Context: an optimization exercise on an open-source flow, tuned for small area. The choices shown serve that exercise and are no tape-out recipe.
Function was checked by simulation only, so behaviour that the tests miss may differ from the original.

== old ==
## FFT_8pt
module FFT_8pt(
    input clk, reset,
    input [11:0] real_in, imag_in,
    input [2:0] addr_real, addr_imag,
    input wr_en_real, wr_en_imag,
    output [23:0] fft_real_out, fft_imag_out
);
clock: 16.0 ns
lec_check: 0
cap_margin: 20
core_margin: 2
core_utilization: 40
cts_buf_list: sky130_fd_sc_hd__clkbuf_8
slew_margin: 20
synth_hierarchical: 1
run.sh (not shown) runs the stock make flow with config.mk's settings and CLKGATE_MAP_FILE= SYNTH_SCRIPT=/design/flow/synth_recipe.tcl, a recipe that flattens the netlist after the stock synthesis.
--- input diff old..new ---
Settings: CTS_BUF_LIST: sky130_fd_sc_hd__clkbuf_8 -> unset; CORE_UTILIZATION: 40 -> 65.
==> flow/flow/run.sh (new file) <==
#!/bin/bash
# Standard layout, with two changes: ports are buffered with the smallest
# buffer, and the clock tree uses larger sink clusters and no dummy loads.
set -euo pipefail
export BUFFER_PORTS_ARGS="-buffer_cell sky130_fd_sc_hd__buf_1"
export CTS_ARGS="-sink_clustering_enable -repair_clock_nets -dont_use_dummy_load -sink_clustering_size 30 -sink_clustering_max_diameter 150"
bash standard.sh > standard.log 2>&1
==> flow/standard.sh (new file) <==
#!/bin/bash
# synth_recipe.tcl (not shown) runs the flow's synth.tcl, then flattens the netlist and writes it again
# the make line also repeats each setting of config.mk as NAME=value (left out here)
make -C /OpenROAD-flow-scripts/flow DESIGN_CONFIG=/design/flow/config.mk WORK_HOME=/design/flow/orfs CLKGATE_MAP_FILE= SYNTH_SCRIPT=/design/flow/synth_recipe.tcl "${@:-finish}"
removed: flow/run.sh
From old to new the numbers moved as follows: fraction of met3 tracks used by global routing shrank by 1.2 points; utilization after layout grew by 22 points.
Looking at first-pass iteration count of the detailed router across old and new, the one that comes out higher is old.
Diff old -> new: area growth from synthesis to final layout now sits lower; sum of routed wire length over all layers now sits lower; die area now sits lower; number of standard cells in the final layout excluding fillers now sits lower; routed length on met3 now sits lower.
The critical path depth of new exceeds that of old by 2.

* * *

FFT_8pt, a different RTL version from the one above (not shown whole).
For scale: ~82 I/O pins, ~0.021 mm^2 of cells after synthesis.
Settings: LEC_CHECK=0, CAP_MARGIN=10, CORE_MARGIN=2, CORE_UTILIZATION=65, SLEW_MARGIN=10, SYNTH_HIERARCHICAL=1; clock period 16.0 ns.
standard.sh (not shown) runs the stock make flow with config.mk's settings and CLKGATE_MAP_FILE= SYNTH_SCRIPT=/design/flow/synth_recipe.tcl, a recipe that flattens the netlist after the stock synthesis.
==> flow/flow/run.sh <==
#!/bin/bash
# Standard layout, with these changes: ports are buffered with the smallest
# buffer; the clock tree uses clkbuf_4 leaves and no dummy loads; buffers
# that synthesis added are removed and its upsized cells set back to drive 1
# after floorplanning (repair_design and repair_timing resize as needed).
set -euo pipefail
export BUFFER_PORTS_ARGS="-buffer_cell sky130_fd_sc_hd__buf_1"
export CTS_ARGS="-sink_clustering_enable -repair_clock_nets -dont_use_dummy_load -sink_clustering_size 10 -sink_clustering_max_diameter 50 -buf_list sky130_fd_sc_hd__clkbuf_4 -root_buf sky130_fd_sc_hd__clkbuf_16"
export REMOVE_ABC_BUFFERS=1
export POST_FLOORPLAN_TCL="$PWD/flow/downsize.tcl"
bash standard.sh > standard.log 2>&1
==> flow/flow/downsize.tcl <==
# Set every combinational cell to the smallest-area drive strength of the
# same cell, and let placement's repair_design and repair_timing size back up
# what the layout needs.
set db [ord::get_db]
set block [ord::get_db_block]
set n 0
foreach inst [$block getInsts] {
  set m [$inst getMaster]
  set name [$m getName]
  if {![regexp {^(sky130_fd_sc_hd__[a-z0-9]+)_([0-9]+)$} $name -> base drv]} { continue }
  if {[string match "*__df*" $base] || [string match "*__edf*" $base] \
      || [string match "*clk*" $base] || [string match "*conb*" $base]} { continue }
  set best $m
  set barea [expr {[$m getWidth] * [$m getHeight]}]
  foreach d {0 1 2} {
    set c [$db findMaster ${base}_$d]
    if {$c == "NULL" || $c == ""} { continue }
    set a [expr {[$c getWidth] * [$c getHeight]}]
    if {$a < $barea} { set best $c; set barea $a }
  }
  if {$best != $m} {
    $inst swapMaster $best
    incr n
  }
}
puts "downsize.tcl: $n instances resized"
The starting point ran to the end with no violations.
Then changed:
--- a/flow/flow/run.sh
+++ b/flow/flow/run.sh
@@ -8 +8 @@
-export CTS_ARGS="-sink_clustering_enable -repair_clock_nets -dont_use_dummy_load -sink_clustering_size 10 -sink_clustering_max_diameter 50 -buf_list sky130_fd_sc_hd__clkbuf_4 -root_buf sky130_fd_sc_hd__clkbuf_16"
+export CTS_ARGS="-sink_clustering_enable -repair_clock_nets -dont_use_dummy_load -sink_clustering_size 9 -sink_clustering_max_diameter 45 -buf_list sky130_fd_sc_hd__clkbuf_4 -root_buf sky130_fd_sc_hd__clkbuf_16"
Settings changed: GPL_ROUTABILITY_DRIVEN set to 0, GPL_TIMING_DRIVEN set to 0.
Via count goes down by 0.81%; utilization goes up by 0.45 points; synthesized cell count does not change; flip-flop and latch count does not change; setup slack loses 0.48 ns; final area goes up by 0.65%; final cell count goes down by 0.33%; synthesized area is unchanged.
Then changed:
--- a/flow/flow/run.sh
+++ b/flow/flow/run.sh
@@ -8 +8 @@
-export CTS_ARGS="-sink_clustering_enable -repair_clock_nets -dont_use_dummy_load -sink_clustering_size 9 -sink_clustering_max_diameter 45 -buf_list sky130_fd_sc_hd__clkbuf_4 -root_buf sky130_fd_sc_hd__clkbuf_16"
+export CTS_ARGS="-sink_clustering_enable -repair_clock_nets -dont_use_dummy_load -sink_clustering_size 9 -sink_clustering_max_diameter 45 -buf_list sky130_fd_sc_hd__clkbuf_4 -root_buf sky130_fd_sc_hd__clkbuf_8"
@@ -10,0 +11 @@
+export RECOVER_POWER=100
Settings changed: GPL_ROUTABILITY_DRIVEN 0 to not set, GPL_TIMING_DRIVEN 0 to not set.
Effect: This time the run completed, yet does not pass: max-capacitance violations, max-slew violations; fmax rose by a few percent; final area fell slightly; non-clock buffer count rose by 13; wire length rose by a few percent; die area stays the same.
Then changed:
--- a/flow/flow/run.sh
+++ b/flow/flow/run.sh
@@ -11 +11 @@
-export RECOVER_POWER=100
+export RECOVER_POWER=50
Settings changed: CAP_MARGIN 10 to 25, SLEW_MARGIN 10 to 25.
Effect:
- The changed run reached the layout checks and failed them: max-capacitance violations, max-slew violations
- clock skew is about the same
- sequential share of layout area went down by 0.14 points
- worst setup slack gains 0.021 ns
- cell area barely changes
- final cell count does not change
- routed wire length stays flat
- clock-buffer cell count stays the same

* * *

FFT_8pt, a different RTL version from the one above (not shown whole).
Size in the first run: roughly 1,300 cells after synthesis, roughly 82 I/O pins, ~22,000 um2 of cells after synthesis.
==> flow/config.mk <==
export PLATFORM = sky130hd
export DESIGN_NAME = FFT_8pt
export DESIGN_NICKNAME = FFT_8pt
export VERILOG_FILES = /design/flow/design.v
export SDC_FILE = /design/flow/constraint.sdc
export NUM_CORES = 4
export LEC_CHECK = 0
export CAP_MARGIN = 20
export CORE_MARGIN = 2
export CORE_UTILIZATION = 65
export SLEW_MARGIN = 20
export SYNTH_HIERARCHICAL = 1
==> flow/constraint.sdc <==
create_clock -name core_clock -period 16.0 [get_ports {clk}]
set_input_delay 3.2000 -clock core_clock [delete_from_list [all_inputs] [get_ports {clk}]]
set_output_delay 3.2000 -clock core_clock [all_outputs]
set_load 0.01 [all_outputs]
==> flow/flow/run.sh <==
#!/bin/bash
# Standard layout, with two changes: ports are buffered with the smallest
# buffer, and the clock tree uses smaller buffers and no dummy loads.
set -euo pipefail
export BUFFER_PORTS_ARGS="-buffer_cell sky130_fd_sc_hd__buf_1"
export CTS_ARGS="-sink_clustering_enable -repair_clock_nets -dont_use_dummy_load -sink_clustering_size 16 -sink_clustering_max_diameter 80 -buf_list sky130_fd_sc_hd__clkbuf_8 -root_buf sky130_fd_sc_hd__clkbuf_16"
bash standard.sh > standard.log 2>&1
==> next run, changes <==
--- a/flow/flow/run.sh
+++ b/flow/flow/run.sh
@@ -2,2 +2,4 @@
-# Standard layout, with two changes: ports are buffered with the smallest
-# buffer, and the clock tree uses smaller buffers and no dummy loads.
+# Standard layout, with these changes: ports are buffered with the smallest
+# buffer; the clock tree uses clkbuf_8 leaves and no dummy loads; buffers
+# that synthesis added are removed and its upsized cells set back to drive 1
+# after floorplanning (repair_design and repair_timing resize as needed).
@@ -6,0 +9,2 @@
+export REMOVE_ABC_BUFFERS=1
+export POST_FLOORPLAN_TCL="$PWD/flow/downsize.tcl"
==> flow/flow/downsize.tcl (new file) <==
# Replace every combinational cell that synthesis sized up with the drive-1
# version of the same cell; placement's repair_design and repair_timing size
# back up what the layout needs.
set db [ord::get_db]
set block [ord::get_db_block]
set n 0
foreach inst [$block getInsts] {
  set name [[$inst getMaster] getName]
  if {[regexp {^(sky130_fd_sc_hd__[a-z0-9]+)_([0-9]+)$} $name -> base drv]} {
    if {$drv > 1 && ![string match "*__df*" $base] && ![string match "*__edf*" $base] \
        && ![string match "*clk*" $base] && ![string match "*conb*" $base]} {
      set new [$db findMaster ${base}_1]
      if {$new != "NULL" && $new != ""} {
        $inst swapMaster $new
        incr n
      }
    }
  }
}
puts "downsize.tcl: $n instances set to drive 1"
Effect: The new run ran to the end with no violations; worst hold slack gets better by 16 ps; sequential share of layout area is higher by 0.33 points; worst setup slack gets worse by 350 ps; clock skew is higher by 4.6 ps; die area stays the same.
==> next run, changes <==
==> flow/flow/downsize.tcl (replaced) <==
# Set every combinational cell to the smallest-area drive strength of the
# same cell, and let placement's repair_design and repair_timing size back up
# what the layout needs.
set db [ord::get_db]
set block [ord::get_db_block]
set n 0
foreach inst [$block getInsts] {
  set m [$inst getMaster]
  set name [$m getName]
  if {![regexp {^(sky130_fd_sc_hd__[a-z0-9]+)_([0-9]+)$} $name -> base drv]} { continue }
  if {[string match "*__df*" $base] || [string match "*__edf*" $base] \
      || [string match "*clk*" $base] || [string match "*conb*" $base]} { continue }
  set best $m
  set barea [expr {[$m getWidth] * [$m getHeight]}]
  foreach d {0 1 2} {
    set c [$db findMaster ${base}_$d]
    if {$c == "NULL" || $c == ""} { continue }
    set a [expr {[$c getWidth] * [$c getHeight]}]
    if {$a < $barea} { set best $c; set barea $a }
  }
  if {$best != $m} {
    $inst swapMaster $best
    incr n
  }
}
puts "downsize.tcl: $n instances resized"
After rerunning: The new run completed without violations. Worst hold slack stays flat. Final area goes down by 0.77%.
==> next run, changes <==
==> flow/flow/run.sh (replaced) <==
#!/bin/bash
# Standard layout, with three changes: ports are buffered with the smallest
# buffer, the clock tree uses larger sink clusters and no dummy loads, and
# after global routing cells on paths with slack are downsized.
set -euo pipefail
export BUFFER_PORTS_ARGS="-buffer_cell sky130_fd_sc_hd__buf_1"
export CTS_ARGS="-sink_clustering_enable -repair_clock_nets -dont_use_dummy_load -sink_clustering_size 24 -sink_clustering_max_diameter 120"
export RECOVER_POWER=100
bash standard.sh > standard.log 2>&1
removed: flow/flow/downsize.tcl
Result: The new run finished but failed the layout checks on capacitance limit, slew limit; count of clock-buffer cells in the layout falls by 12; design area rises by 0.73%; core utilization rises by 0.51 points; setup slack improves by 300 ps.

## static timing again, ports no longer ideal
The flow's constraints put no driver on any port. The routed layouts listed below were extracted and timed again, unchanged, in two steps. Step 1, drivers: a clkbuf_16 drives clk and a buf_2 each remaining input, both assumed. Step 2 times the ports against the registers' clock, not the clock port: input delays grow and output delays shrink by t, the midpoint of the rising clock arrivals with the driver on. Three values: ideal, step 1, step 2; two values: the first two.
| run | shift t [ns] | slack for setup (ns) | hold slack, ns | worst register clock-pin slew, ns | cell pins on the clock port's net |
|---|---|---|---|---|---|
| old | 0.699 | 0.963 / 0.963 / 0.963 | 0.344 / 0.344 / 0.344 | 0.07 / 0.07 | 1 |
| new | 0.574 | 0.995 / 0.995 / 0.995 | 0.362 / 0.362 / 0.362 | 0.12 / 0.12 | 1 |
| the first run of note 2 | 0.565 | 1.028 / 1.028 / 1.028 | 0.325 / 0.325 / 0.325 | 0.12 / 0.12 | 1 |
| the second run of note 2 | 0.568 | 0.547 / 0.547 / 0.547 | 0.314 / 0.314 / 0.314 | 0.10 / 0.10 | 1 |
| the third run of note 2 | 0.638 | 0.960 / 0.960 / 0.960 | 0.300 / 0.300 / 0.300 | 0.10 / 0.10 | 1 |
| the fourth run of note 2 | 0.639 | 0.980 / 0.980 / 0.980 | 0.301 / 0.301 / 0.301 | 0.10 / 0.10 | 1 |
| the first run of note 3 | 0.536 | 0.911 / 0.911 / 0.911 | 0.329 / 0.329 / 0.329 | 0.10 / 0.10 | 1 |
| the second run of note 3 | 0.545 | 0.562 / 0.562 / 0.562 | 0.345 / 0.345 / 0.345 | 0.10 / 0.10 | 1 |
| the third run of note 3 | 0.561 | 0.541 / 0.541 / 0.541 | 0.345 / 0.345 / 0.345 | 0.10 / 0.10 | 1 |
| the fourth run of note 3 | 0.578 | 0.837 / 0.837 / 0.837 | 0.330 / 0.330 / 0.330 | 0.10 / 0.10 | 1 |
